This design comes from an exercise in tuning for small area and a short achievable clock period on the open sky130 flow, not from production work.
Function was checked by simulation only, so behaviour that the tests miss may differ from the original.
Power and IR drop assume default switching activity.

`flow/config.mk`:
```
export PLATFORM = sky130hd
export DESIGN_NAME = proc
export DESIGN_NICKNAME = proc
export VERILOG_FILES = /design/flow/design.v
export SDC_FILE = /design/flow/constraint.sdc
export NUM_CORES = 4
export LEC_CHECK = 0
export CAP_MARGIN = 20
export CORE_MARGIN = 2
export CORE_UTILIZATION = 40
export CTS_BUF_LIST = sky130_fd_sc_hd__clkbuf_4 sky130_fd_sc_hd__clkbuf_8
export PLACE_DENSITY = 0.6
export SETUP_SLACK_MARGIN = 4.2
export SLEW_MARGIN = 20
export SYNTH_HIERARCHICAL = 1
```
`flow/constraint.sdc`:
```
create_clock -name core_clock -period 8.0 [get_ports {Clock}]
set_input_delay 1.6000 -clock core_clock [delete_from_list [all_inputs] [get_ports {Clock}]]
set_output_delay 1.6000 -clock core_clock [all_outputs]
set_load 0.01 [all_outputs]
```
`flow/design.v`:
```
module proc(DIN, Resetn, Clock, Run, Done, BusWires);
	input [15:0] DIN;
	input Resetn, Clock, Run;
	output Done;
	output [15:0] BusWires;
	reg [1:0] T;
	reg [8:0] IR;
	reg [15:0] acc;
	reg accg, gnz;
	reg [7:0] rs;
	reg racc, rdin;
	reg acc_en, add_en, sub_en;
	reg [15:0] R0, R1, R2, R3, R4, R5, R6, R7;
	wire [2:0] I = IR[8:6];
	wire [2:0] X = IR[5:3];
	wire [2:0] Y = IR[2:0];
	wire t0 = (T == 2'd0);
	wire t1 = (T == 2'd1);
	wire t2 = (T == 2'd2);
	wire t3 = (T == 2'd3);
	wire op_mv   = (I == 3'b000);
	wire op_mvi  = (I == 3'b001);
	wire op_as   = (I[2:1] == 2'b01);
	wire op_sub  = (I == 3'b011);
	wire op_st   = (I == 3'b100);
	wire op_ld   = (I == 3'b101);
	wire op_mvnz = (I == 3'b110);
	wire op_sh   = (I == 3'b111);
	wire gnz_now = accg ? (|acc) : gnz;
	wire wr = (t1 & (op_mv | op_mvi | (op_mvnz & gnz_now))) | (t2 & (op_ld | op_sh)) | (t3 & op_as);
	assign Done = (t1 & (op_mv | op_mvi | op_mvnz)) | (t2 & (op_ld | op_sh)) | (t3 & op_as);
	wire [15:0] nrbus, wbus;
	genvar i;
	generate for (i = 0; i < 16; i = i + 1) begin : bus
		wire x0, x1, x2, u, v;
		g_aoi222 m0(.a1(R0[i]), .a2(rs[0]), .b1(R1[i]), .b2(rs[1]), .c1(R2[i]), .c2(rs[2]), .y(x0));
		g_aoi222 m1(.a1(R3[i]), .a2(rs[3]), .b1(R4[i]), .b2(rs[4]), .c1(R5[i]), .c2(rs[5]), .y(x1));
		g_aoi222 m2(.a1(R6[i]), .a2(rs[6]), .b1(R7[i]), .b2(rs[7]), .c1(acc[i]), .c2(racc), .y(x2));
		g_and3 m4(.a(x0), .b(x1), .c(x2), .y(v));
		assign nrbus[i] = v;
		g_nand2 m5(.a(DIN[i]), .b(rdin), .y(u));
		g_nand2 m6(.a(u), .b(v), .y(BusWires[i]));
		g_nand2 m7(.a(u), .b(v), .y(wbus[i]));
	end endgenerate
	wire [2:0] dop = DIN[15:13];
	wire d_as  = (dop[2:1] == 2'b01);
	wire d_rdx = d_as | (dop == 3'b100);
	wire d_rdy = (dop == 3'b000) | (dop == 3'b101) | ((dop == 3'b110) & gnz_now);
	wire [2:0] sidx_n = t0 ? (d_rdx ? DIN[12:10] : DIN[9:7]) : Y;
	wire rd_n = t0 ? (Run & (d_rdx | d_rdy)) : (t1 & (op_as | op_st | op_sh));
	wire [7:0] rs_n = {8{rd_n}} & (8'd1 << sidx_n);
	wire racc_n = t2 & op_as;
	wire acc_en_n = (t0 & Run & d_as) | (t1 & op_as);
	wire add_en_n = t1 & op_as;
	wire sub_en_n = t0 ? (dop == 3'b011) : op_sub;
	wire [15:0] sum;
	g_addsub alu(.a(acc), .nb(nrbus), .en(add_en), .inv(sub_en), .y(sum));
	always @(posedge Clock, negedge Resetn)
		if (!Resetn) begin
			T <= 2'd0;
			rs <= 8'd0;
			racc <= 1'b0;
			rdin <= 1'b1;
			acc_en <= 1'b0;
		end else begin
			case (T)
				2'd0: T <= Run ? 2'd1 : 2'd0;
				2'd1: T <= Done ? 2'd0 : 2'd2;
				2'd2: T <= 2'd3;
				2'd3: T <= 2'd0;
			endcase
			rs <= rs_n;
			racc <= racc_n;
			rdin <= ~(|rs_n | racc_n);
			acc_en <= acc_en_n;
		end
	always @(posedge Clock) begin
		add_en <= add_en_n;
		sub_en <= sub_en_n;
	end
	wire [8:0] IR_n;
	wire [15:0] acc_n;
	g_hold9 hir(.en(t0), .d(DIN[15:7]), .q(IR), .y(IR_n));
	g_hold16 hacc(.en(acc_en), .d(sum), .q(acc), .y(acc_n));
	always @(posedge Clock) begin
		IR <= IR_n;
		acc <= acc_n;
	end
	always @(posedge Clock)
		if (t2 & op_as)
			accg <= 1'b1;
		else if (t1 & op_as)
			accg <= 1'b0;
	always @(posedge Clock)
		if (accg)
			gnz <= |acc;
	wire [7:0] we = {8{wr}} & (8'd1 << X);
	wire [15:0] R0_n, R1_n, R2_n, R3_n, R4_n, R5_n, R6_n, R7_n;
	g_hold16 h0(.en(we[0]), .d(wbus), .q(R0), .y(R0_n));
	g_hold16 h1(.en(we[1]), .d(wbus), .q(R1), .y(R1_n));
	g_hold16 h2(.en(we[2]), .d(wbus), .q(R2), .y(R2_n));
	g_hold16 h3(.en(we[3]), .d(wbus), .q(R3), .y(R3_n));
	g_hold16 h4(.en(we[4]), .d(wbus), .q(R4), .y(R4_n));
	g_hold16 h5(.en(we[5]), .d(wbus), .q(R5), .y(R5_n));
	g_hold16 h6(.en(we[6]), .d(wbus), .q(R6), .y(R6_n));
	g_hold16 h7(.en(we[7]), .d(wbus), .q(R7), .y(R7_n));
	always @(posedge Clock) begin
		R0 <= R0_n;
		R1 <= R1_n;
		R2 <= R2_n;
		R3 <= R3_n;
		R4 <= R4_n;
		R5 <= R5_n;
		R6 <= R6_n;
		R7 <= R7_n;
	end
endmodule
module g_aoi222(a1, a2, b1, b2, c1, c2, y);
	input a1, a2, b1, b2, c1, c2;
	output y;
	assign y = ~((a1 & a2) | (b1 & b2) | (c1 & c2));
endmodule
module g_nand2(a, b, y);
	input a, b;
	output y;
	assign y = ~(a & b);
endmodule
module g_and3(a, b, c, y);
	input a, b, c;
	output y;
	assign y = a & b & c;
endmodule
module g_hold16(en, d, q, y);
	input en;
	input [15:0] d, q;
	output [15:0] y;
	wire nen = ~en;
	genvar i;
	generate for (i = 0; i < 16; i = i + 1) begin : b
		g_ao22 m(.a1(en), .a2(d[i]), .b1(nen), .b2(q[i]), .y(y[i]));
	end endgenerate
endmodule
module g_hold9(en, d, q, y);
	input en;
	input [8:0] d, q;
	output [8:0] y;
	wire nen = ~en;
	genvar i;
	generate for (i = 0; i < 9; i = i + 1) begin : b
		g_ao22 m(.a1(en), .a2(d[i]), .b1(nen), .b2(q[i]), .y(y[i]));
	end endgenerate
endmodule
module g_ao22(a1, a2, b1, b2, y);
	input a1, a2, b1, b2;
	output y;
	assign y = (a1 & a2) | (b1 & b2);
endmodule
module g_addsub(a, nb, en, inv, y);
	input [15:0] a, nb;
	wire [15:0] b = ~nb;
	input en, inv;
	output [15:0] y;
	wire [15:0] aa = a & {16{en}};
	wire [15:0] p = aa ^ b;
	wire [15:0] g = aa & b;
	wire gg0 = g[1] | (p[1] & g[0]);
	wire gg1 = g[3] | (p[3] & g[2]);
	wire pp1 = p[3] & p[2];
	wire gg2 = g[5] | (p[5] & g[4]);
	wire pp2 = p[5] & p[4];
	wire gg3 = g[7] | (p[7] & g[6]);
	wire pp3 = p[7] & p[6];
	wire gg4 = g[9] | (p[9] & g[8]);
	wire pp4 = p[9] & p[8];
	wire gg5 = g[11] | (p[11] & g[10]);
	wire pp5 = p[11] & p[10];
	wire gg6 = g[13] | (p[13] & g[12]);
	wire pp6 = p[13] & p[12];
	wire gg7 = g[15] | (p[15] & g[14]);
	wire pp7 = p[15] & p[14];
	wire gg8 = gg1 | (pp1 & gg0);
	wire gg9 = gg3 | (pp3 & gg2);
	wire pp9 = pp3 & pp2;
	wire gg10 = gg5 | (pp5 & gg4);
	wire pp10 = pp5 & pp4;
	wire gg11 = gg7 | (pp7 & gg6);
	wire pp11 = pp7 & pp6;
	wire gg12 = gg9 | (pp9 & gg8);
	wire gg13 = gg11 | (pp11 & gg10);
	wire pp13 = pp11 & pp10;
	wire gg14 = gg13 | (pp13 & gg12);
	wire gg15 = gg10 | (pp10 & gg12);
	wire gg16 = gg2 | (pp2 & gg8);
	wire gg17 = gg4 | (pp4 & gg12);
	wire gg18 = gg6 | (pp6 & gg15);
	wire gg19 = g[2] | (p[2] & gg0);
	wire gg20 = g[4] | (p[4] & gg8);
	wire gg21 = g[6] | (p[6] & gg16);
	wire gg22 = g[8] | (p[8] & gg12);
	wire gg23 = g[10] | (p[10] & gg17);
	wire gg24 = g[12] | (p[12] & gg15);
	wire gg25 = g[14] | (p[14] & gg18);
	wire [15:0] c = {gg25, gg18, gg24, gg15, gg23, gg17, gg22, gg12, gg21, gg16, gg20, gg8, gg19, gg0, g[0], 1'b0};
	assign y = p ^ c ^ {16{inv}};
endmodule
```
`flow/flow/run.sh`:
```
#!/bin/bash
# Standard layout (the standard.sh) with these changes:
#  - plain buf_2 cells as the port buffers, and the resizer free to pick any
#    cell footprint;
#  - clock tree synthesis without dummy load cells.
# The ORFS run's output goes to flow_make.log; each ORFS step also keeps its
# own log under orfs/logs/.
set -euo pipefail
bash standard.sh \
  MATCH_CELL_FOOTPRINT=0 \
  "BUFFER_PORTS_ARGS=-buffer_cell sky130_fd_sc_hd__buf_2" \
  "CTS_ARGS=-sink_clustering_enable -repair_clock_nets -dont_use_dummy_load -buf_list {sky130_fd_sc_hd__clkbuf_4 sky130_fd_sc_hd__clkbuf_8}" \
  finish > flow_make.log 2>&1
```
`flow/standard.sh`:
```
#!/bin/bash
# synth_recipe.tcl (not shown) runs the flow's synth.tcl, then flattens the netlist and writes it again
# the make line also repeats each setting of config.mk as NAME=value (left out here)
make -C /OpenROAD-flow-scripts/flow DESIGN_CONFIG=/design/flow/config.mk WORK_HOME=/design/flow/orfs CLKGATE_MAP_FILE= SYNTH_SCRIPT=/design/flow/synth_recipe.tcl "${@:-finish}"
```
==> impl_metrics.env, run 1 <==
export IMPL_hold_viol=0
export IMPL_hold_class="register to register"
export IMPL_antennaDiodeCount=0
export IMPL_grt_max_degree=18
export IMPL_synth_top_area_share=0.4439
export IMPL_clock_skew_ns=0.02461
export IMPL_postSynthCellCount=634
export IMPL_required_ns=8.33
export IMPL_final_cells=927
export IMPL_ys_types=58
export IMPL_antenna_found_initial=0
export IMPL_synth_top_family_by_area="compound AO/OA/AOI/OAI gates"
export IMPL_clk_pin_slew_ns=0.07
export IMPL_yosys_area_top_type="dfxtp_1"
export IMPL_fillers=1616
export IMPL_wl_per_cell_um=21.17
export IMPL_cts_max_path_buffers=2
export IMPL_cp_end_kind="register"
export IMPL_fin_util=0.4608
export IMPL_io_pins=36
export IMPL_final_common_cell="dfxtp_1"
export IMPL_ir_drop_v=0.0002062
export IMPL_drv_slew=0
export IMPL_power_density_nw_per_um2=405.8
export IMPL_drive_above_1_share=0.1595
export IMPL_cts_tree="built"
export IMPL_path_max_fanout=14
export IMPL_netlist_area_sq_um=7081
export IMPL_synth_simple_area_share=0.1076
export IMPL_min_period_ns=3.787
export IMPL_start_kind="register"
export IMPL_synth_mux_area_frac=0.007422
export IMPL_setup_violations=0
export IMPL_syn_mean_instance_area_sq_um=11.17
export IMPL_layout_common_cells="dfxtp_1 (157), a22o_1 (153), nand2_1 (57)"
export IMPL_grtUsageTotal=0.2160
export IMPL_final_setup_tns_ns=0
export IMPL_placeableCoreArea_sq_um=17300
export IMPL_htree_levels=4
export IMPL_initial_core_util=0.4094
export IMPL_place_hpwl_mm=13.54
export IMPL_placed_cells=897
export IMPL_rows=48
export IMPL_clkLatencyLatePin_ns=0.45
export IMPL_grt_pass1_vias=5735
export IMPL_clockRootBuffer="clkbuf_8"
export IMPL_synth_flop_cell="dfxtp_1"
export IMPL_drv_cap=0
export IMPL_synth_seq_cells=170
export IMPL_synth_area_top_cells="dfxtp_1 (44%), a22o_1 (19%), a222oi_1 (6.8%)"
export IMPL_dpl_instance_area_sq_um=7601
export IMPL_place_gp_congestion=0.8512
export IMPL_postLayoutCellArea_sq_um=7970
export IMPL_synth_xor_area_frac=0.03092
export IMPL_synth_edf_count=0
export IMPL_outcome="timing/DRC/antenna clean"
export IMPL_syn_num_nets=674
export IMPL_drtIter0Drc=716
export IMPL_path_class="register to register"
export IMPL_grt_pass1_wl_mm=31.27
export IMPL_max_slew_margin_rel=0.3583
export IMPL_cts_buffers=17
export IMPL_synthAdderAreaFrac=0.04559
export IMPL_drc=0
export IMPL_first_pass_iters=8
export IMPL_synthArstFlopShare=0.07647
export IMPL_grt_ovfl_total=0
export IMPL_clock_sinks=170
export IMPL_yosysWarnings=7
export IMPL_period_share=0.4733
export IMPL_dieArea_sq_um=18780
export IMPL_io_buffers=35
export IMPL_final_nets=744
export IMPL_synth_seq_area_share=0.4900
export IMPL_area_delta_synth_final_pct=12.56
export IMPL_worst_pin_slew_ns=0.9612
export IMPL_fmax_mhz=264.1
export IMPL_multi_input_area_sq_um=3528
export IMPL_die_y_um=137.0
export IMPL_synth_compound_area_frac=0.2985
export IMPL_seqCellArea_sq_um=3481
export IMPL_die_x_um=137.0
export IMPL_rsz0062_at_grt="yes"
export IMPL_drt_vias_per_instance=6.165
export IMPL_leakage_nw=3.570
export IMPL_vias=5715
export IMPL_worstPathArrival_ns=4.12
export IMPL_antenna_left=0
export IMPL_power_mw=3.234
export IMPL_wl_mm=19.63
-- cells by family after synthesis --
logic type,Yosys count
compound gates,233
xor+xnor,25
fa+ha+maj,21
buf+inv,34
flops,170
mux,5
simple gates,146
-- cell usage after synthesis (all sizes together) (5+ instances only) --
library cell	instances
a222oi	48
a22o	153
and2	16
and3	17
dfrtp	12
dfxtp	157
fa	8
ha	13
inv	28
nand2	58
nor2	19
o21ai	5
xnor2	15
xor2	10
-- power breakdown --
| part | internal (mW) | switching (mW) | total (mW) |
|---|---|---|---|
| logic | 0.562 | 0.643 | 1.20 |
| clock network | 0.188 | 0.264 | 0.452 |
| registers | 1.23 | 0.345 | 1.58 |
| total | 1.98 | 1.25 | 3.23 |
-- final cells by class --
cell class / instances / share of cell area
multi-input combinational: 430 / 0.4427
clock buffer: 17 / 0.02936
inverter: 29 / 0.01366
timing repair buffer: 56 / 0.04223
sequential: 170 / 0.4367
tap: 225 / 0.03532
-- flip-flops by register name (all words and copies together) (netlist names), 8 cells and up, named ones only --
register	count
R0	16
R7	16
R5	16
acc	16
R3	16
R2	16
rs	8
R4	16
R6	16
IR	9
R1	16
-- per-module statistics from Yosys (local to each module, per instance), a selection --
module | flip-flops and latches | times used | cells inside
g_addsub | 0 | 1 | 102
g_and3 | 0 | 16 | 1
g_ao22 | 0 | 153 | 1
g_hold16 | 0 | 9 | 1
g_hold9 | 0 | 1 | 1
g_nand2 | 0 | 48 | 1
-- critical path, stage by stage (launching register included) --
cell       delay, ns
dfrtp_2         0.52
buf_4           0.18
a222oi_1        0.50
and3_1          0.32
inv_1           0.10
ha_1            0.33
a211oi_2        0.33
o21ai_4         0.12
o2111ai_2       0.22
a32oi_1         0.14
fa_1            0.47
xor2_1          0.18
a22o_1          0.25
-- per-stage QoR --
step | hold slack (ns) | worst slack [ns]
2_1_floorplan | 0.4391 | 4.433
3_3_place_gp | 0.4516 | 4.262
3_5_place_dp | 0.4527 | 4.188
4_1_cts | 0.4750 | 4.207
5_1_grt | 0.4877 | 4.120
6_report | 0.4717 | 4.213
-- routing by layer --
| layer | part of all wire | wire length [um] | vias up | GRT usage |
|---|---|---|---|---|
| li1 | - | - | 2639 | - |
| met1 | 0.44 | 8663 | 2798 | 0.2940 |
| met2 | 0.47 | 9170 | 245 | 0.3427 |
| met3 | 0.065 | 1276 | 33 | 0.04259 |
| met4 | 0.026 | 518 | 0 | 0.07331 |
| met5 | 0 | 0 | - | 0 |
-- final timing paths --
check,from,cells after the start,slack (ns),to
min,R2[8]$_DFF_P_,1,0.47,R2[8]$_DFF_P_
max,rs[2]$_DFF_PN0_,12,4.21,acc[14]$_DFF_P_
max reg2reg,rs[2]$_DFF_PN0_,12,4.21,acc[14]$_DFF_P_
min in group asynchronous,Resetn,1,1.04,acc_en$_DFF_PN0_
max in group asynchronous,Resetn,1,6.68,rdin$_DFF_PN1_
min reg2reg,R2[8]$_DFF_P_,1,0.47,R2[8]$_DFF_P_
-- repair_timing --
item                                    CTS  global route
endpoints found under the setup margin    2            13
buffers inserted                          0            13
gates resized for setup                   3            15
pin swaps                                 0             5
hold buffers                              0             0
==> inputs of run 2 (changes only) <==
--- a/flow/design.v
+++ b/flow/design.v
@@ -32,21 +32,23 @@
 	wire [15:0] nrbus, wbus;
 	genvar i;
 	generate for (i = 0; i < 16; i = i + 1) begin : bus
-		wire x0, x1, x2, u, v;
-		g_aoi222 m0(.a1(R0[i]), .a2(rs[0]), .b1(R1[i]), .b2(rs[1]), .c1(R2[i]), .c2(rs[2]), .y(x0));
-		g_aoi222 m1(.a1(R3[i]), .a2(rs[3]), .b1(R4[i]), .b2(rs[4]), .c1(R5[i]), .c2(rs[5]), .y(x1));
-		g_aoi222 m2(.a1(R6[i]), .a2(rs[6]), .b1(R7[i]), .b2(rs[7]), .c1(acc[i]), .c2(racc), .y(x2));
-		g_and3 m4(.a(x0), .b(x1), .c(x2), .y(v));
+		wire x0, x1, x2, x3, v, ya, u;
+		g_aoi22 m0(.a1(R0[i]), .a2(rs[0]), .b1(R1[i]), .b2(rs[1]), .y(x0));
+		g_aoi22 m1(.a1(R2[i]), .a2(rs[2]), .b1(R3[i]), .b2(rs[3]), .y(x1));
+		g_aoi22 m2(.a1(R4[i]), .a2(rs[4]), .b1(R5[i]), .b2(rs[5]), .y(x2));
+		g_aoi22 m3(.a1(R6[i]), .a2(rs[6]), .b1(R7[i]), .b2(rs[7]), .y(x3));
+		g_and4 m4(.a(x0), .b(x1), .c(x2), .d(x3), .y(v));
+		g_nand2 m5(.a(acc[i]), .b(racc), .y(ya));
+		g_nand2 m6(.a(DIN[i]), .b(rdin), .y(u));
+		g_nand3 m7(.a(v), .b(ya), .c(u), .y(BusWires[i]));
+		g_nand3 m8(.a(v), .b(ya), .c(u), .y(wbus[i]));
 		assign nrbus[i] = v;
-		g_nand2 m5(.a(DIN[i]), .b(rdin), .y(u));
-		g_nand2 m6(.a(u), .b(v), .y(BusWires[i]));
-		g_nand2 m7(.a(u), .b(v), .y(wbus[i]));
 	end endgenerate
-	wire [2:0] dop = DIN[15:13];
+	wire [2:0] dop = wbus[15:13];
 	wire d_as  = (dop[2:1] == 2'b01);
 	wire d_rdx = d_as | (dop == 3'b100);
 	wire d_rdy = (dop == 3'b000) | (dop == 3'b101) | ((dop == 3'b110) & gnz_now);
-	wire [2:0] sidx_n = t0 ? (d_rdx ? DIN[12:10] : DIN[9:7]) : Y;
+	wire [2:0] sidx_n = t0 ? (d_rdx ? wbus[12:10] : wbus[9:7]) : Y;
 	wire rd_n = t0 ? (Run & (d_rdx | d_rdy)) : (t1 & (op_as | op_st | op_sh));
 	wire [7:0] rs_n = {8{rd_n}} & (8'd1 << sidx_n);
 	wire racc_n = t2 & op_as;
@@ -80,7 +82,7 @@
 	end
 	wire [8:0] IR_n;
 	wire [15:0] acc_n;
-	g_hold9 hir(.en(t0), .d(DIN[15:7]), .q(IR), .y(IR_n));
+	g_hold9 hir(.en(t0), .d(wbus[15:7]), .q(IR), .y(IR_n));
 	g_hold16 hacc(.en(acc_en), .d(sum), .q(acc), .y(acc_n));
 	always @(posedge Clock) begin
 		IR <= IR_n;
@@ -115,20 +117,25 @@
 		R7 <= R7_n;
 	end
 endmodule
-module g_aoi222(a1, a2, b1, b2, c1, c2, y);
-	input a1, a2, b1, b2, c1, c2;
-	output y;
-	assign y = ~((a1 & a2) | (b1 & b2) | (c1 & c2));
+module g_aoi22(a1, a2, b1, b2, y);
+	input a1, a2, b1, b2;
+	output y;
+	assign y = ~((a1 & a2) | (b1 & b2));
 endmodule
 module g_nand2(a, b, y);
 	input a, b;
 	output y;
 	assign y = ~(a & b);
 endmodule
-module g_and3(a, b, c, y);
+module g_nand3(a, b, c, y);
 	input a, b, c;
 	output y;
-	assign y = a & b & c;
+	assign y = ~(a & b & c);
+endmodule
+module g_and4(a, b, c, d, y);
+	input a, b, c, d;
+	output y;
+	assign y = a & b & c & d;
 endmodule
 module g_hold16(en, d, q, y);
 	input en;
--- a/flow/flow/run.sh
+++ b/flow/flow/run.sh
@@ -1,5 +1,7 @@
 #!/bin/bash
 # Standard layout (the standard.sh) with these changes:
+#  - ABC maps for a 3 fF load per gate instead of 5 fF, which keeps the
+#    one-gate modules of the bus multiplexer at their smallest size;
 #  - plain buf_2 cells as the port buffers, and the resizer free to pick any
 #    cell footprint;
 #  - clock tree synthesis without dummy load cells.
@@ -7,6 +9,7 @@
 # own log under orfs/logs/.
 set -euo pipefail
 bash standard.sh \
+  ABC_LOAD_IN_FF=3 \
   MATCH_CELL_FOOTPRINT=0 \
   "BUFFER_PORTS_ARGS=-buffer_cell sky130_fd_sc_hd__buf_2" \
   "CTS_ARGS=-sink_clustering_enable -repair_clock_nets -dont_use_dummy_load -buf_list {sky130_fd_sc_hd__clkbuf_4 sky130_fd_sc_hd__clkbuf_8}" \
==> run 2 against run 1 <==
Still clean on timing, DRC and antenna. First-iteration DRC count is 34% lower. Global-route usage is 1.2 points higher. Combinational power grew 8%. Maximum frequency increased by 2.8%. Routed wire length up 11%. Worst hold slack about the same. Sequential share of layout area shrank 0.30 points. Clock power barely moved. Register-to-register slack improved by 0.19 ns. Final cell count rose by 2.7%. Critical endpoint is now BusWires[0].
==> impl_metrics.env, run 2 <==
export IMPL_outcome="timing/DRC/antenna clean"
export IMPL_die_y_um=138.5
export IMPL_grt_pass1_vias=5836
export IMPL_synth_xor_area_frac=0.03028
export IMPL_clockRootBuffer="clkbuf_8"
export IMPL_cts_buffers=17
export IMPL_path_class="input pin to primary output"
export IMPL_cp_end_kind="primary output"
export IMPL_syn_num_nets=706
export IMPL_slowest_delay_ns=0.16
export IMPL_synth_compound_area_frac=0.2922
export IMPL_synthAdderAreaFrac=0.04464
export IMPL_grtUsageTotal=0.2284
export IMPL_vias=5865
export IMPL_synth_seq_area_share=0.4798
export IMPL_htree_levels=4
export IMPL_antennaDiodeCount=0
export IMPL_synth_most_common_cell="dfxtp_1"
export IMPL_yosys_area_top_type="dfxtp_1"
export IMPL_synthArstFlopShare=0.07647
export IMPL_place_gp_congestion=0.8247
export IMPL_drv_slew=0
export IMPL_final_nets=765
export IMPL_synth_top_family_by_area="compound AO/OA/AOI/OAI gates"
export IMPL_period_share=0.4604
export IMPL_drv_cap=0
export IMPL_rrSetupSlack_ns=4.40
export IMPL_max_slew_margin_rel=0.3344
export IMPL_final_common_cell="dfxtp_1"
export IMPL_synth_area_top_cells="dfxtp_1 (43%), a22o_1 (19%), a22oi_1 (6.6%)"
export IMPL_clk_pin_slew_ns=0.06
export IMPL_drt_vias_per_instance=6.161
export IMPL_hold_slack_ns=0.4716
export IMPL_hold_buffers=0
export IMPL_cts_tree="built"
export IMPL_hold_class="register to register"
export IMPL_drive_above_1_share=0.1300
export IMPL_synth_edf_count=0
export IMPL_slowest_stage="buf_2"
export IMPL_synth_flop_cell="dfxtp_1"
export IMPL_required_ns=6.40
export IMPL_power_density_nw_per_um2=405.7
export IMPL_grt_max_degree=18
export IMPL_clkLatencyLatePin_ns=0.45
export IMPL_fillers=1686
export IMPL_antenna_left=0
export IMPL_synth_top_cells_by_count="dfxtp_1 (157), a22o_1 (153), a22oi_1 (64)"
export IMPL_worstHoldPathCells=1
export IMPL_wl_per_cell_um=22.92
export IMPL_netlist_area_sq_um=7232
export IMPL_drtIter0Drc=474
export IMPL_dieArea_sq_um=19170
export IMPL_synth_seq_cells=170
export IMPL_ir_drop_v=0.0001531
export IMPL_placeableCoreArea_sq_um=17840
export IMPL_postSynthCellCount=666
export IMPL_cp_buffers_inverters=2
export IMPL_fmax_mhz=271.5
export IMPL_leakage_nw=3.481
export IMPL_drc=0
export IMPL_cts_max_path_buffers=2
export IMPL_path_max_fanout=2
export IMPL_layout_common_cells="dfxtp_1 (157), a22o_1 (153), a22oi_1 (64)"
export IMPL_first_pass_iters=5
export IMPL_grt_ovfl_total=0
export IMPL_io_buffers=35
export IMPL_rsz0062_at_grt="no"
export IMPL_io_pins=36
export IMPL_synth_simple_area_share=0.1260
export IMPL_r2r_end="acc[14]$_DFF_P_"
export IMPL_setup_violations=0
export IMPL_place_hpwl_mm=13.78
export IMPL_r2r_start="rs[6]$_DFF_PN0_"
export IMPL_synth_top_area_share=0.4346
export IMPL_path_delay_family="buffers and inverters"
export IMPL_ys_types=58
export IMPL_antenna_found_initial=0
export IMPL_min_period_ns=3.683
export IMPL_hold_end="R3[14]$_DFF_P_"
export IMPL_die_x_um=138.5
export IMPL_power_mw=3.255
export IMPL_syn_mean_instance_area_sq_um=10.86
export IMPL_initial_core_util=0.4054
export IMPL_critPathMostFrequentCell="buf_2"
export IMPL_worstPathArrival_ns=2.08
export IMPL_grt_pass1_wl_mm=33.90
export IMPL_yosysWarnings=7
export IMPL_clock_sinks=170
export IMPL_synth_mux_area_frac=0.007266
export IMPL_clock_skew_ns=0.02060
export IMPL_worstHoldStart="R3[14]$_DFF_P_"
export IMPL_r2r_cells=12
export IMPL_area_delta_synth_final_pct=10.93
export IMPL_hold_viol=0
export IMPL_worst_pin_slew_ns=0.9970
export IMPL_crit_chain="buf_2 -> nand2_1 -> nand3_1 -> buf_2"
export IMPL_start_kind="input pin"
export IMPL_wl_mm=21.82
export IMPL_rows=49
export IMPL_final_setup_tns_ns=0
[run 2: cell families (layout without fill, tap and decap cells)]
family,Yosys count,count (layout)
adder cells (fa/ha/maj),21,21
AND/OR/NAND/NOR,162,162
buffers and inverters,34,91
AO/OA/AOI/OAI,249,249
XOR/XNOR,25,25
flip-flops,170,170
multiplexers,5,5
[run 2: layout make-up]
type / count / area, sq um / area share
clock buffer: 17 / 234.0 / 0.02916
inverter: 29 / 108.9 / 0.01357
multi-input combinational: 462 / 3664 / 0.4566
sequential: 170 / 3480 / 0.4337
tap: 229 / 286.5 / 0.03571
timing repair buffer: 45 / 250.2 / 0.03119
[run 2: routing by layer]
metal,part of all wire,vias up,GRT usage
met5,0,-,0
met4,0.035,0,0.09560
met3,0.056,46,0.05196
met2,0.46,190,0.3575
met1,0.45,2926,0.3057
li1,-,2703,-
[run 2: how the worst max path moves through the flow]
stage                      end  slack, ns            start  cells past startpoint
2_1_floorplan    R2[0]$_DFF_P_       4.43         register                      6
3_3_place_gp       BusWires[0]       4.31           DIN[0]                      4
3_5_place_dp   acc[14]$_DFF_P_       4.28  rs[6]$_DFF_PN0_                     12
4_1_cts        acc[14]$_DFF_P_       4.28  rs[6]$_DFF_PN0_                     12
5_1_grt         acc[9]$_DFF_P_       4.21  rs[6]$_DFF_PN0_                     12
6_report           BusWires[0]       4.32           DIN[0]                      4
[run 2: what timing repair did]
action	4_1_cts	5_1_grt
setup endpoints to repair	0	10
buffers inserted	0	0
resized for setup	0	7
[run 2: per-stage QoR]
stage / util / instance area, sq um / setup WS (ns) / std cells
after CTS: 0.4491 / 8013 / 4.276 / 952
after global routing: 0.4497 / 8023 / 4.207 / 952
after global placement: 0.4360 / 7779 / 4.306 / 935
final: 0.4497 / 8023 / 4.317 / 952
after floorplan: - / 7232 / 4.433 / 666
after detailed placement: 0.4360 / 7779 / 4.284 / 935
[run 2: worst reg2reg max path, stage by stage, from the launching register on]
cell       delay (ns)
dfrtp_4          0.60
a22oi_1          0.21
and4_1           0.31
inv_1            0.07
ha_1             0.21
fa_1             0.42
a211oi_1         0.30
o21ai_2          0.14
o2111ai_2        0.21
a32oi_1          0.14
fa_1             0.47
xor2_1           0.17
a22o_1           0.24
[run 2: report_power, final]
| part | internal (mW) | switching [mW] | leakage [nW] |
|---|---|---|---|
| clock | 0.188 | 0.267 | 0.122 |
| combinational | 0.565 | 0.725 | 1.90 |
| sequential | 1.18 | 0.328 | 1.46 |
[run 2: per-module statistics from Yosys, one instance, submodules excluded]
module	flops+latches	cells	cell area (sq um)
g_ao22	0	1	8.758
g_nand2	0	1	3.754
proc	170	257	4096
g_nand3	0	1	5.005
g_and4	0	1	8.758
g_hold9	0	1	3.754
g_hold16	0	1	3.754
g_addsub	0	102	857.1
g_aoi22	0	1	7.507
==> inputs of run 3 (changes only) <==
--- a/flow/design.v
+++ b/flow/design.v
@@ -9,7 +9,7 @@
 	reg accg, gnz;
 	reg [7:0] rs;
 	reg racc, rdin;
-	reg acc_en, add_en, sub_en;
+	reg acc_en, sub_en;
 	reg [15:0] R0, R1, R2, R3, R4, R5, R6, R7;
 	wire [2:0] I = IR[8:6];
 	wire [2:0] X = IR[5:3];
@@ -53,10 +53,9 @@
 	wire [7:0] rs_n = {8{rd_n}} & (8'd1 << sidx_n);
 	wire racc_n = t2 & op_as;
 	wire acc_en_n = (t0 & Run & d_as) | (t1 & op_as);
-	wire add_en_n = t1 & op_as;
 	wire sub_en_n = t0 ? (dop == 3'b011) : op_sub;
 	wire [15:0] sum;
-	g_addsub alu(.a(acc), .nb(nrbus), .en(add_en), .inv(sub_en), .y(sum));
+	g_addsub alu(.a(acc), .nb(nrbus), .inv(sub_en), .y(sum));
 	always @(posedge Clock, negedge Resetn)
 		if (!Resetn) begin
 			T <= 2'd0;
@@ -76,23 +75,15 @@
 			rdin <= ~(|rs_n | racc_n);
 			acc_en <= acc_en_n;
 		end
-	always @(posedge Clock) begin
-		add_en <= add_en_n;
+	always @(posedge Clock)
 		sub_en <= sub_en_n;
-	end
 	wire [8:0] IR_n;
-	wire [15:0] acc_n;
 	g_hold9 hir(.en(t0), .d(wbus[15:7]), .q(IR), .y(IR_n));
-	g_hold16 hacc(.en(acc_en), .d(sum), .q(acc), .y(acc_n));
 	always @(posedge Clock) begin
 		IR <= IR_n;
-		acc <= acc_n;
+		acc <= {16{acc_en}} & sum;
+		accg <= t2 & op_as;
 	end
-	always @(posedge Clock)
-		if (t2 & op_as)
-			accg <= 1'b1;
-		else if (t1 & op_as)
-			accg <= 1'b0;
 	always @(posedge Clock)
 		if (accg)
 			gnz <= |acc;
@@ -162,12 +153,12 @@
 	output y;
 	assign y = (a1 & a2) | (b1 & b2);
 endmodule
-module g_addsub(a, nb, en, inv, y);
+module g_addsub(a, nb, inv, y);
 	input [15:0] a, nb;
 	wire [15:0] b = ~nb;
-	input en, inv;
+	input inv;
 	output [15:0] y;
-	wire [15:0] aa = a & {16{en}};
+	wire [15:0] aa = a;
 	wire [15:0] p = aa ^ b;
 	wire [15:0] g = aa & b;
 	wire gg0 = g[1] | (p[1] & g[0]);
==> run 3 against run 2 <==
Still clean. Synthesized area down 2.5%. Total power down 3.0%. Clock skew up 0.013 ns. Largest power group unchanged.
==> impl_metrics.env, run 3 <==
export IMPL_clkLatencyLatePin_ns=0.47
export IMPL_syn_mean_instance_area_sq_um=10.90
export IMPL_grt_pass1_vias=5740
export IMPL_ys_types=57
export IMPL_p_comb_frac=0.399
export IMPL_htree_levels=4
export IMPL_switching_power_mw=1.236
export IMPL_synth_most_common_cell="dfxtp_1"
export IMPL_cp_end_kind="primary output"
export IMPL_max_slew_margin_rel=0.4486
export IMPL_place_hpwl_mm=13.17
export IMPL_min_period_ns=3.642
export IMPL_syn_num_nets=687
export IMPL_internal_power_mw=1.920
export IMPL_hold_slack_ns=0.4693
export IMPL_io_buffers=35
export IMPL_grt_pass1_wl_mm=32.53
export IMPL_required_ns=6.40
export IMPL_p_seq_frac=0.457
export IMPL_grt_ovfl_total=0
export IMPL_final_setup_tns_ns=0
export IMPL_wl_per_cell_um=22.50
export IMPL_postSynthCellCount=647
export IMPL_fillers=1601
export IMPL_initial_core_util=0.4090
export IMPL_clock_skew_ns=0.03362
export IMPL_path_delay_family="buffers and inverters"
export IMPL_hold_class="register to register"
export IMPL_wl_mm=21.00
export IMPL_placeableCoreArea_sq_um=17240
export IMPL_synth_seq_cells=169
export IMPL_synth_top_area_share=0.4429
export IMPL_worst_pin_slew_ns=0.8263
export IMPL_power_density_nw_per_um2=401.1
export IMPL_fmax_mhz=274.5
export IMPL_path_class="input pin to primary output"
export IMPL_vias=5715
export IMPL_clock_sinks=169
export IMPL_place_gp_congestion=0.7935
export IMPL_synth_edf_count=0
export IMPL_layout_common_cells="dfxtp_1 (156), a22o_1 (137), a22oi_1 (64)"
export IMPL_drtIter0Drc=516
export IMPL_fin_util=0.4564
export IMPL_cts_max_path_buffers=2
export IMPL_die_x_um=136.8
export IMPL_io_pins=36
export IMPL_synth_top_cells_by_count="dfxtp_1 (156), a22o_1 (137), a22oi_1 (64)"
export IMPL_setup_violations=0
export IMPL_ir_drop_v=0.0001423
export IMPL_drc=0
export IMPL_first_pass_iters=5
export IMPL_swShare=0.3917
export IMPL_period_share=0.4553
export IMPL_netlist_area_sq_um=7051
export IMPL_multi_input_area_sq_um=3507
export IMPL_grtUsageTotal=0.2340
export IMPL_synth_area_top_cells="dfxtp_1 (44%), a22o_1 (17%), a22oi_1 (6.8%)"
export IMPL_crit_chain="buf_2 -> nand2_1 -> nand3_1 -> buf_2"
export IMPL_final_nets=750
export IMPL_cp_buffers_inverters=2
export IMPL_leakage_nw=3.417
export IMPL_antennaDiodeCount=0
export IMPL_rows=48
export IMPL_antenna_left=0
export IMPL_hold_viol=0
export IMPL_slowest_delay_ns=0.15
export IMPL_path_max_fanout=2
export IMPL_hold_buffers=0
export IMPL_seqCellArea_sq_um=3455
export IMPL_final_common_cell="dfxtp_1"
export IMPL_outcome="timing/DRC/antenna clean"
export IMPL_drt_vias_per_instance=6.125
export IMPL_area_delta_synth_final_pct=11.59
export IMPL_start_kind="input pin"
export IMPL_grt_max_degree=18
export IMPL_clockRootBuffer="clkbuf_8"
export IMPL_rsz0062_at_grt="no"
export IMPL_drv_cap=0
export IMPL_synth_flop_cell="dfxtp_1"
export IMPL_antenna_found_initial=0
export IMPL_cts_tree="built"
export IMPL_clkPwrFrac=0.144
export IMPL_cts_buffers=17
export IMPL_slowest_stage="buf_2"
export IMPL_worstPathArrival_ns=2.04
export IMPL_drv_slew=0
export IMPL_dieArea_sq_um=18700
export IMPL_place_ws_ns=4.251
export IMPL_synthArstFlopShare=0.07692
export IMPL_fin_ws_ns=4.358
export IMPL_die_y_um=136.8
export IMPL_drive_above_1_share=0.1342
export IMPL_yosys_area_top_type="dfxtp_1"
export IMPL_synth_seq_area_share=0.4893
export IMPL_critPathMostFrequentCell="buf_2"
export IMPL_clk_pin_slew_ns=0.06
export IMPL_yosysWarnings=7
[run 3: changes by cell type after synthesis, moves of 2 or more]
cell and delta:
buf_4 -2, inv_1 -3, mux2_2 -2, o2111ai_1 +2, buf_6 +2, nor2_1 -2, nand2b_1 -3, a21o_2 -2
a22o_1 -16
[run 3: final timing paths]
check	start	to	slack, ns	cells past startpoint
hold reg to reg	R1[10]$_DFF_P_	R1[10]$_DFF_P_	0.47	1
max in group asynchronous	Resetn	rdin$_DFF_PN1_	6.69	1
hold / removal	R1[10]$_DFF_P_	R1[10]$_DFF_P_	0.47	1
min in group asynchronous	Resetn	asynchronous set/reset pin	1.02	1
setup / recovery	DIN[7]	BusWires[7]	4.36	4
setup reg to reg	rs[4]$_DFF_PN0_	acc[15]$_DFF_P_	4.50	13
[run 3: what timing repair did]
item,CTS,global route
setup endpoints to repair,0,3
gates resized for setup,0,5
setup buffers,0,0
[run 3: per-module statistics from Yosys (local to each module, per instance)]
module    flip-flops and latches  times used  cells
g_nand2                        0          32      1
g_nand3                        0          32      1
g_and4                         0          16      1
g_hold9                        0           1      1
g_hold16                       0           8      1
g_addsub                       0           1     85
proc                         169           1    272
g_ao22                         0         137      1
g_aoi22                        0          64      1
[run 3: final cells by class]
type,count,share of cell area
sequential,169,0.4391
tap,225,0.03578
multi-input combinational,446,0.4458
timing repair buffer,50,0.03658
inverter,26,0.01304
clock buffer,17,0.02974
[run 3: logic make-up (layout without fill, tap and decap cells)]
family | after synthesis | in the layout | share of synthesized area
flops | 169 | 169 | 0.4893
buf+inv | 32 | 93 | 0.02129
compound gates | 232 | 232 | 0.2749
xor+xnor | 25 | 25 | 0.03106
fa+ha+maj | 21 | 21 | 0.04579
simple gates | 163 | 163 | 0.1297
mux | 5 | 5 | 0.007985
[run 3: per-layer routing]
layer,GRT usage,up-vias,share of wire
met5,0,-,0
li1,-,2637,-
met1,0.3051,2803,0.44
met3,0.06037,44,0.073
met2,0.3633,231,0.46
met4,0.1076,0,0.029
[run 3: worst reg2reg max path, stage by stage (launching register included)]
cell and delay [ns]:
dfrtp_4 0.58, a22oi_1 0.20, and4_1 0.27, inv_1 0.06
ha_1 0.19, fa_1 0.44, a211oi_2 0.28, o21ai_2 0.16
o2111ai_2 0.24, a32oi_1 0.14, fa_1 0.39, xnor2_1 0.21
xnor2_1 0.08, and2_1 0.15
[run 3: stage by stage]
stage,total power [mW],cells,cell area (sq um)
after floorplan,2.282,647,7051
final,3.156,933,7868
after detailed placement,2.695,916,7617
after CTS,3.150,933,7851
after global routing,3.355,933,7868
after global placement,2.641,916,7617
[run 3: power groups by stage]
stage          Clock (mW)  Combinational (mW)  Sequential (mW)
2_1_floorplan           0               0.901             1.38
3_3_place_gp            0                1.21             1.44
3_5_place_dp            0                1.24             1.45
4_1_cts             0.458                1.25             1.44
5_1_grt             0.496                1.37             1.49
6_report            0.454                1.26             1.44
==> inputs of run 4 (changes only) <==
--- a/flow/design.v
+++ b/flow/design.v
@@ -50,7 +50,8 @@
 	wire d_rdy = (dop == 3'b000) | (dop == 3'b101) | ((dop == 3'b110) & gnz_now);
 	wire [2:0] sidx_n = t0 ? (d_rdx ? wbus[12:10] : wbus[9:7]) : Y;
 	wire rd_n = t0 ? (Run & (d_rdx | d_rdy)) : (t1 & (op_as | op_st | op_sh));
-	wire [7:0] rs_n = {8{rd_n}} & (8'd1 << sidx_n);
+	wire [7:0] rs_n;
+	g_dec8 drs(.en(rd_n), .s(sidx_n), .y(rs_n));
 	wire racc_n = t2 & op_as;
 	wire acc_en_n = (t0 & Run & d_as) | (t1 & op_as);
 	wire sub_en_n = t0 ? (dop == 3'b011) : op_sub;
@@ -72,7 +73,7 @@
 			endcase
 			rs <= rs_n;
 			racc <= racc_n;
-			rdin <= ~(|rs_n | racc_n);
+			rdin <= ~(rd_n | racc_n);
 			acc_en <= acc_en_n;
 		end
 	always @(posedge Clock)
@@ -87,7 +88,8 @@
 	always @(posedge Clock)
 		if (accg)
 			gnz <= |acc;
-	wire [7:0] we = {8{wr}} & (8'd1 << X);
+	wire [7:0] we;
+	g_dec8 dwe(.en(wr), .s(X), .y(we));
 	wire [15:0] R0_n, R1_n, R2_n, R3_n, R4_n, R5_n, R6_n, R7_n;
 	g_hold16 h0(.en(we[0]), .d(wbus), .q(R0), .y(R0_n));
 	g_hold16 h1(.en(we[1]), .d(wbus), .q(R1), .y(R1_n));
@@ -201,3 +203,19 @@
 	wire [15:0] c = {gg25, gg18, gg24, gg15, gg23, gg17, gg22, gg12, gg21, gg16, gg20, gg8, gg19, gg0, g[0], 1'b0};
 	assign y = p ^ c ^ {16{inv}};
 endmodule
+module g_dec8(en, s, y);
+	input en;
+	input [2:0] s;
+	output [7:0] y;
+	wire nen = ~en;
+	wire [2:0] ns = ~s;
+	genvar k;
+	generate for (k = 0; k < 8; k = k + 1) begin : d
+		g_nor4 m(.a(nen), .b(k[2] ? ns[2] : s[2]), .c(k[1] ? ns[1] : s[1]), .d(k[0] ? ns[0] : s[0]), .y(y[k]));
+	end endgenerate
+endmodule
+module g_nor4(a, b, c, d, y);
+	input a, b, c, d;
+	output y;
+	assign y = ~(a | b | c | d);
+endmodule
==> run 4 against run 3 <==
Clock skew down 0.0073 ns. Still clean on timing, DRC and antenna. Total power down 0.24%. First-iteration DRC count down 2.1%. Synthesized cell count down 0.15%. Critical path depth unchanged. Worst hold slack better by 0.0011 ns. Setup slack worse by 0.044 ns. Largest cell class is now sequential cells. Flip-flop and latch count unchanged. Sequential share of layout area up 0.79 points. Highest routed layer unchanged. Routed wire length up 0.21%. Combinational power about the same.
==> impl_metrics.env, run 4 <==
export IMPL_outcome="timing/DRC/antenna clean"
export IMPL_place_gp_congestion=0.8300
export IMPL_power_mw=3.149
export IMPL_synth_simple_area_share=0.1240
export IMPL_path_delay_family="buffers and inverters"
export IMPL_p_seq_frac=0.466
export IMPL_postSynthCellCount=646
export IMPL_antenna_found_initial=0
export IMPL_leakage_nw=3.372
export IMPL_syn_mean_instance_area_sq_um=10.71
export IMPL_yosys_area_top_type="dfxtp_1"
export IMPL_yosysWarnings=7
export IMPL_drv_cap=0
export IMPL_layout_common_cells="dfxtp_1 (156), a22o_1 (137), a22oi_1 (66)"
export IMPL_start_kind="input pin"
export IMPL_slowest_stage="buf_2"
export IMPL_synth_seq_cells=169
export IMPL_synth_top_area_share=0.4513
export IMPL_switching_power_mw=1.261
export IMPL_grt_ovfl_total=0
export IMPL_placed_cells=913
export IMPL_final_setup_tns_ns=0
export IMPL_cts_max_path_buffers=2
export IMPL_grt_pass1_wl_mm=32.82
export IMPL_grt_pass1_vias=5803
export IMPL_area_delta_synth_final_pct=11.75
export IMPL_fin_ws_ns=4.314
export IMPL_clock_sinks=169
export IMPL_hold_class="register to register"
export IMPL_path_max_fanout=2
export IMPL_ir_drop_v=0.0001739
export IMPL_first_pass_iters=6
export IMPL_cts_buffers=17
export IMPL_synth_mux_area_frac=0.004339
export IMPL_syn_num_nets=686
export IMPL_synthAdderAreaFrac=0.04665
export IMPL_r2r_start="rs[2]$_DFF_PN0_"
export IMPL_vias=5789
export IMPL_post_cts_buffers=0
export IMPL_crit_chain="buf_2 -> nand2_1 -> nand3_1 -> buf_2"
export IMPL_cp_buffers_inverters=2
export IMPL_hold_viol=0
export IMPL_slowest_delay_ns=0.17
export IMPL_drt_vias_per_instance=6.225
export IMPL_wl_mm=21.04
export IMPL_synth_top_family_by_area="compound AO/OA/AOI/OAI gates"
export IMPL_initial_core_util=0.4043
export IMPL_synth_seq_area_share=0.4985
export IMPL_grt_max_degree=19
export IMPL_die_x_um=135.5
export IMPL_synth_edf_count=0
export IMPL_final_nets=747
export IMPL_ys_types=43
export IMPL_p_comb_frac=0.389
export IMPL_worstHoldStart="R7[10]$_DFF_P_"
export IMPL_antennaDiodeCount=0
export IMPL_drtIter0Drc=505
export IMPL_dieArea_sq_um=18370
export IMPL_postLayoutCellArea_sq_um=7734
export IMPL_critPathMostFrequentCell="buf_2"
export IMPL_io_buffers=35
export IMPL_power_density_nw_per_um2=407.1
export IMPL_swShare=0.4006
export IMPL_synthArstFlopShare=0.07692
export IMPL_cp_end_kind="primary output"
export IMPL_die_y_um=135.5
export IMPL_clkPwrFrac=0.145
export IMPL_required_ns=6.40
export IMPL_max_slew_margin_rel=0.3461
export IMPL_wl_per_cell_um=22.62
export IMPL_synth_area_top_cells="dfxtp_1 (45%), a22o_1 (17%), a22oi_1 (7.2%)"
export IMPL_path_class="input pin to primary output"
export IMPL_synth_xor_area_frac=0.03164
export IMPL_place_ws_ns=4.053
export IMPL_synth_compound_area_frac=0.2712
export IMPL_cts_tree="built"
export IMPL_min_period_ns=3.686
export IMPL_final_common_cell="dfxtp_1"
export IMPL_final_cells=930
export IMPL_crit_start="DIN[0]"
export IMPL_synth_top_cells_by_count="dfxtp_1 (156), a22o_1 (137), a22oi_1 (66)"
export IMPL_period_share=0.4608
export IMPL_synth_flop_cell="dfxtp_1"
export IMPL_clock_skew_ns=0.02635
export IMPL_rows=48
export IMPL_internal_power_mw=1.887
export IMPL_dpl_instance_area_sq_um=7485
export IMPL_placeableCoreArea_sq_um=17120
export IMPL_setup_violations=0
export IMPL_drive_above_1_share=0.1163
export IMPL_fillers=1629
export IMPL_clockRootBuffer="clkbuf_8"
export IMPL_fmax_mhz=271.3
export IMPL_rsz0062_at_grt="no"
export IMPL_htree_levels=4
export IMPL_drv_slew=0
export IMPL_clkLatencyLatePin_ns=0.45
export IMPL_antenna_left=0
export IMPL_place_hpwl_mm=13.29
export IMPL_drc=0
export IMPL_worst_pin_slew_ns=0.9795
export IMPL_netlist_area_sq_um=6920
export IMPL_grtUsageTotal=0.2365
export IMPL_synth_most_common_cell="dfxtp_1"
export IMPL_clk_pin_slew_ns=0.06
export IMPL_io_pins=36
export IMPL_worstPathArrival_ns=2.09
==> run 4: cell count changes after synthesis, sizes merged, moves of 3 or more <==
cell / change
inv: +10
nand2: -3
nor2: -3
nor4: +16
o21ai: +3
or2: -3
==> run 4: worst register-to-register path, delay by kind of cell (launching register included) <==
| kind | cells | cell delay (ns) |
|---|---|---|
| compound gates | 5 | 1.04 |
| xor+xnor | 2 | 0.33 |
| fa+ha+maj | 3 | 1.05 |
| buf+inv | 1 | 0.06 |
| flops | 1 | 0.57 |
| simple gates | 2 | 0.40 |
==> run 4: modules after synthesis, one instance, submodules excluded, a selection <==
module / flip-flops and latches / cell area, sq um / cells inside
proc: 169 / 3914 / 247
g_dec8: 0 / 15.01 / 4
g_nor4: 0 / 6.256 / 1
g_nand3: 0 / 5.005 / 1
g_hold9: 0 / 3.754 / 1
g_nand2: 0 / 3.754 / 1
g_hold16: 0 / 3.754 / 1
==> run 4: logic make-up (layout without fill, tap and decap cells) <==
group,count (synthesis),count (layout)
muxes,3,3
AOI/OAI and AO/OA,231,231
adders and majority gates,21,21
DFF,169,169
xor gates and xnor gates,25,25
buffers and inverters,40,99
and+or+nand+nor,157,157
==> run 4: power groups by stage <==
stage	Clock [mW]	Sequential, mW	Combinational, mW
after global routing	0.496	1.51	1.34
after global placement	0	1.46	1.17
after CTS	0.462	1.46	1.22
after detailed placement	0	1.47	1.21
after floorplan	0	1.38	0.871
final	0.455	1.47	1.23
==> run 4: path summary, 6_finish.rpt <==
| path | endpoint | slack (ns) | cells past startpoint |
|---|---|---|---|
| worst max-delay path | BusWires[0] | 4.31 | 4 |
| max in group asynchronous | rdin$_DFF_PN1_ | 6.69 | 1 |
| worst min register to register | R7[10]$_DFF_P_ | 0.47 | 1 |
| min in group asynchronous | acc_en$_DFF_PN0_ | 1.03 | 1 |
| worst max register to register | acc[15]$_DFF_P_ | 4.45 | 13 |
| worst min-delay path | R7[10]$_DFF_P_ | 0.47 | 1 |
==> run 4: timing repair <==
action,4_1_cts,5_1_grt
hold endpoints to repair,0,0
hold buffers,0,0
gates resized for setup,0,6
endpoints found under the setup margin,0,10
==> run 4: layer usage <==
metal	part of all wire	vias up	global-route usage
met4	0.030	0	0.09259
met3	0.057	48	0.04489
met5	0	-	0
met2	0.46	223	0.3677
li1	-	2609	-
met1	0.45	2909	0.3260
==> run 4: cell type report <==
| type | instances | area, sq um | share of cell area |
|---|---|---|---|
| sequential | 169 | 3457 | 0.4470 |
| multi-input combinational | 437 | 3364 | 0.4350 |
| tap | 225 | 281.5 | 0.03640 |
| timing repair buffer | 47 | 265.3 | 0.03430 |
| clock buffer | 17 | 234.0 | 0.03025 |
| inverter | 35 | 131.4 | 0.01699 |
==> run 4: per-stage QoR <==
stage / hold WS, ns / util
3_3_place_gp: 0.4527 / 0.4373
2_1_floorplan: 0.4402 / -
3_5_place_dp: 0.4532 / 0.4373
5_1_grt: 0.4852 / 0.4518
6_report: 0.4704 / 0.4518
4_1_cts: 0.4742 / 0.4510
==> inputs of run 5 (changes only) <==
--- a/flow/design.v
+++ b/flow/design.v
@@ -30,6 +30,7 @@
 	wire wr = (t1 & (op_mv | op_mvi | (op_mvnz & gnz_now))) | (t2 & (op_ld | op_sh)) | (t3 & op_as);
 	assign Done = (t1 & (op_mv | op_mvi | op_mvnz)) | (t2 & (op_ld | op_sh)) | (t3 & op_as);
 	wire [15:0] nrbus, wbus;
+	wire [15:7] dbus;
 	genvar i;
 	generate for (i = 0; i < 16; i = i + 1) begin : bus
 		wire x0, x1, x2, x3, v, ya, u;
@@ -42,13 +43,16 @@
 		g_nand2 m6(.a(DIN[i]), .b(rdin), .y(u));
 		g_nand3 m7(.a(v), .b(ya), .c(u), .y(BusWires[i]));
 		g_nand3 m8(.a(v), .b(ya), .c(u), .y(wbus[i]));
+		if (i >= 7) begin : d
+			g_nand3 m9(.a(v), .b(ya), .c(u), .y(dbus[i]));
+		end
 		assign nrbus[i] = v;
 	end endgenerate
-	wire [2:0] dop = wbus[15:13];
+	wire [2:0] dop = dbus[15:13];
 	wire d_as  = (dop[2:1] == 2'b01);
 	wire d_rdx = d_as | (dop == 3'b100);
 	wire d_rdy = (dop == 3'b000) | (dop == 3'b101) | ((dop == 3'b110) & gnz_now);
-	wire [2:0] sidx_n = t0 ? (d_rdx ? wbus[12:10] : wbus[9:7]) : Y;
+	wire [2:0] sidx_n = t0 ? (d_rdx ? dbus[12:10] : dbus[9:7]) : Y;
 	wire rd_n = t0 ? (Run & (d_rdx | d_rdy)) : (t1 & (op_as | op_st | op_sh));
 	wire [7:0] rs_n;
 	g_dec8 drs(.en(rd_n), .s(sidx_n), .y(rs_n));
@@ -79,7 +83,7 @@
 	always @(posedge Clock)
 		sub_en <= sub_en_n;
 	wire [8:0] IR_n;
-	g_hold9 hir(.en(t0), .d(wbus[15:7]), .q(IR), .y(IR_n));
+	g_hold9 hir(.en(t0), .d(dbus[15:7]), .q(IR), .y(IR_n));
 	always @(posedge Clock) begin
 		IR <= IR_n;
 		acc <= {16{acc_en}} & sum;
==> run 5 against run 4 <==
Register-to-register slack gained 0.09 ns. Maximum frequency grew 0.29%. Sequential share of layout area down 0.42 points. Design area grew 0.76%. Clock power barely moved. Count of clock-buffer cells in the layout is the same. Routed wire length down 2.1%. Combinational power increased by 3%. Largest cell class unchanged.
==> impl_metrics.env, run 5 <==
export IMPL_period_share=0.4594
export IMPL_clk_pin_slew_ns=0.06
export IMPL_hold_buffers=0
export IMPL_final_common_cell="dfxtp_1"
export IMPL_drv_slew=0
export IMPL_required_ns=6.40
export IMPL_swShare=0.3996
export IMPL_critPathMostFrequentCell="buf_2"
export IMPL_antennaDiodeCount=0
export IMPL_r2r_cells=14
export IMPL_wl_per_cell_um=21.87
export IMPL_yosys_area_top_type="dfxtp_1"
export IMPL_cts_resized=0
export IMPL_place_hpwl_mm=13.59
export IMPL_cts_max_path_buffers=2
export IMPL_cp_end_kind="primary output"
export IMPL_slowest_delay_ns=0.16
export IMPL_synth_seq_area_share=0.4952
export IMPL_path_max_fanout=3
export IMPL_placeableCoreArea_sq_um=17180
export IMPL_die_y_um=136.0
export IMPL_internal_power_mw=1.898
export IMPL_initial_core_util=0.4055
export IMPL_max_slew_margin_rel=0.3194
export IMPL_clock_skew_ns=0.02165
export IMPL_hold_viol=0
export IMPL_synth_flop_cell="dfxtp_1"
export IMPL_power_density_nw_per_um2=405.6
export IMPL_slowest_stage="buf_2"
export IMPL_crit_chain="buf_2 -> nand2_1 -> nand3_1 -> buf_2"
export IMPL_synth_seq_cells=169
export IMPL_drtIter0Drc=360
export IMPL_p_seq_frac=0.456
export IMPL_syn_num_nets=695
export IMPL_rows=48
export IMPL_clkPwrFrac=0.144
export IMPL_drive_above_1_share=0.1130
export IMPL_leakage_nw=3.434
export IMPL_worstHoldPathCells=1
export IMPL_p_comb_frac=0.400
export IMPL_grt_pass1_vias=5919
export IMPL_first_pass_iters=5
export IMPL_clockRootBuffer="clkbuf_8"
export IMPL_drv_cap=0
export IMPL_final_setup_tns_ns=0
export IMPL_outcome="timing/DRC/antenna clean"
export IMPL_netlist_area_sq_um=6965
export IMPL_seqCellArea_sq_um=3451
export IMPL_dpl_instance_area_sq_um=7552
export IMPL_cts_tree="built"
export IMPL_grt_pass1_wl_mm=32.55
export IMPL_postLayoutCellArea_sq_um=7792
export IMPL_synth_most_common_cell="dfxtp_1"
export IMPL_fillers=1629
export IMPL_min_period_ns=3.675
export IMPL_clock_sinks=169
export IMPL_antenna_found_initial=0
export IMPL_hold_class="register to register"
export IMPL_place_gp_congestion=0.8976
export IMPL_ys_types=43
export IMPL_syn_mean_instance_area_sq_um=10.63
export IMPL_io_buffers=35
export IMPL_dieArea_sq_um=18490
export IMPL_cts_buffers=17
export IMPL_switching_power_mw=1.263
export IMPL_drt_vias_per_instance=6.097
export IMPL_synth_top_area_share=0.4484
export IMPL_ir_drop_v=0.0001566
export IMPL_worst_pin_slew_ns=1.017
export IMPL_vias=5743
export IMPL_die_x_um=136.0
export IMPL_grt_max_degree=19
export IMPL_multi_input_area_sq_um=3407
export IMPL_yosysWarnings=7
export IMPL_synthArstFlopShare=0.07692
export IMPL_synth_top_cells_by_count="dfxtp_1 (156), a22o_1 (137), a22oi_1 (66)"
export IMPL_path_class="input pin to primary output"
export IMPL_wl_mm=20.60
export IMPL_power_mw=3.160
export IMPL_synth_area_top_cells="dfxtp_1 (45%), a22o_1 (17%), a22oi_1 (7.1%)"
export IMPL_final_nets=759
export IMPL_hold_slack_ns=0.4709
export IMPL_setup_violations=0
export IMPL_post_cts_buffers=0
export IMPL_area_delta_synth_final_pct=11.87
export IMPL_io_pins=36
export IMPL_grtUsageTotal=0.2322
export IMPL_start_kind="input pin"
export IMPL_postSynthCellCount=655
export IMPL_fmax_mhz=272.1
export IMPL_clkLatencyLatePin_ns=0.46
export IMPL_worstPathArrival_ns=2.08
export IMPL_layout_common_cells="dfxtp_1 (156), a22o_1 (137), a22oi_1 (66)"
export IMPL_synth_edf_count=0
export IMPL_htree_levels=4
export IMPL_antenna_left=0
export IMPL_drc=0
export IMPL_rsz0062_at_grt="no"
export IMPL_grt_ovfl_total=0
==> run 5: changes by cell type in the layout (fill, tap and decap cells not counted), sizes merged <==
cell   previous run  this run
buf              47        50
nand3            36        45
==> run 5: final timing paths <==
path                                  from                to  slack [ns]
hold reg to reg              R7[9]$_DFF_P_     R7[9]$_DFF_P_        0.47
hold / removal               R7[9]$_DFF_P_     R7[9]$_DFF_P_        0.47
setup / recovery                   DIN[10]      BusWires[10]        4.32
setup reg to reg           rs[0]$_DFF_PN0_   acc[15]$_DFF_P_        4.54
max in group asynchronous           Resetn    rdin$_DFF_PN1_        6.68
min in group asynchronous           Resetn  acc_en$_DFF_PN0_        1.02
==> run 5: worst max-delay path, delay by kind of cell <==
kind,cells,cell delay [ns]
AND/OR/NAND/NOR,2,0.23
buffers and inverters,2,0.26
==> run 5: routing by layer <==
layer	vias up	global-route usage	wire length [um]	part of all wire
met5	-	0	0	0
met4	0	0.1047	669	0.032
met3	48	0.05556	1174	0.057
met2	203	0.3878	9891	0.48
met1	2840	0.2842	8865	0.43
li1	2652	-	-	-
==> run 5: kinds of logic after synthesis <==
logic type / synth area share
flops: 0.4952
simple gates: 0.1297
buf+inv: 0.02353
xor+xnor: 0.03144
fa+ha+maj: 0.04634
compound gates: 0.2694
mux: 0.004311
==> run 5: final cells by class <==
type / count / area share
inverters: 35 / 0.01686
multi-input cells: 446 / 0.4372
flip-flops and latches: 169 / 0.4428
clock buffers: 17 / 0.03003
repair buffers: 50 / 0.03693
well taps: 225 / 0.03613
==> run 5: stage by stage <==
step	util	std cells	setup WS [ns]
final	0.4537	942	4.325
after CTS	0.4533	942	4.334
after global routing	0.4537	942	4.260
after floorplan	-	655	4.501
after global placement	0.4397	925	4.339
after detailed placement	0.4397	925	4.259
==> run 5: Yosys stat by module, one instance, submodules excluded <==
module    area (sq um)  copies in the design
g_nor4           6.256                    16
g_and4           8.758                    16
g_dec8           15.01                     2
g_nand2          3.754                    32
g_addsub         742.0                     1
g_aoi22          7.507                    64
g_nand3          5.005                    41
g_hold9          3.754                     1
proc              3914                     1
g_hold16         3.754                     8
g_ao22           8.758                   137
==> run 5: power by group through the flow <==
stage	Combinational, mW	Clock, mW	Sequential [mW]
final	1.27	0.454	1.44
after global routing	1.38	0.496	1.48
after floorplan	0.886	0	1.38
after detailed placement	1.25	0	1.45
after global placement	1.20	0	1.43
after CTS	1.26	0.462	1.44

[static timing again, ports no longer ideal]
The flow's constraints put no driver on any port. The routed layouts listed below were extracted and timed again, unchanged, in two steps.
Step 1, drivers: a clkbuf_16 drives Clock and a buf_2 each remaining input, both assumed.
Step 2 also shifts input and output timing later by t, the mid clock arrival at the registers, as if the neighbouring blocks saw the same clock.
a / b / c = ideal ports / drivers / drivers and shift; a / b = the first two.
run	t, ns	setup WS [ns]	hold slack, ns	clock arrival spread, ns	pins driven straight from the clock port
run 1	0.470	4.213 / 4.207 / 4.213	0.472 / 0.472 / 0.472	0.025 / 0.025	1
run 2	0.482	4.317 / 4.296 / 4.259	0.472 / 0.472 / 0.472	0.025 / 0.025	1
run 3	0.495	4.358 / 4.338 / 4.207	0.469 / 0.469 / 0.469	0.033 / 0.034	1
run 4	0.475	4.314 / 4.275 / 3.946	0.470 / 0.470 / 0.470	0.030 / 0.030	1
run 5	0.487	4.325 / 4.306 / 4.220	0.471 / 0.471 / 0.471	0.023 / 0.024	1
After both steps every run listed still meets setup and hold. The setup slack of run 4, which loses most, moves by -0.039 ns with the drivers and by -0.368 ns with both steps.
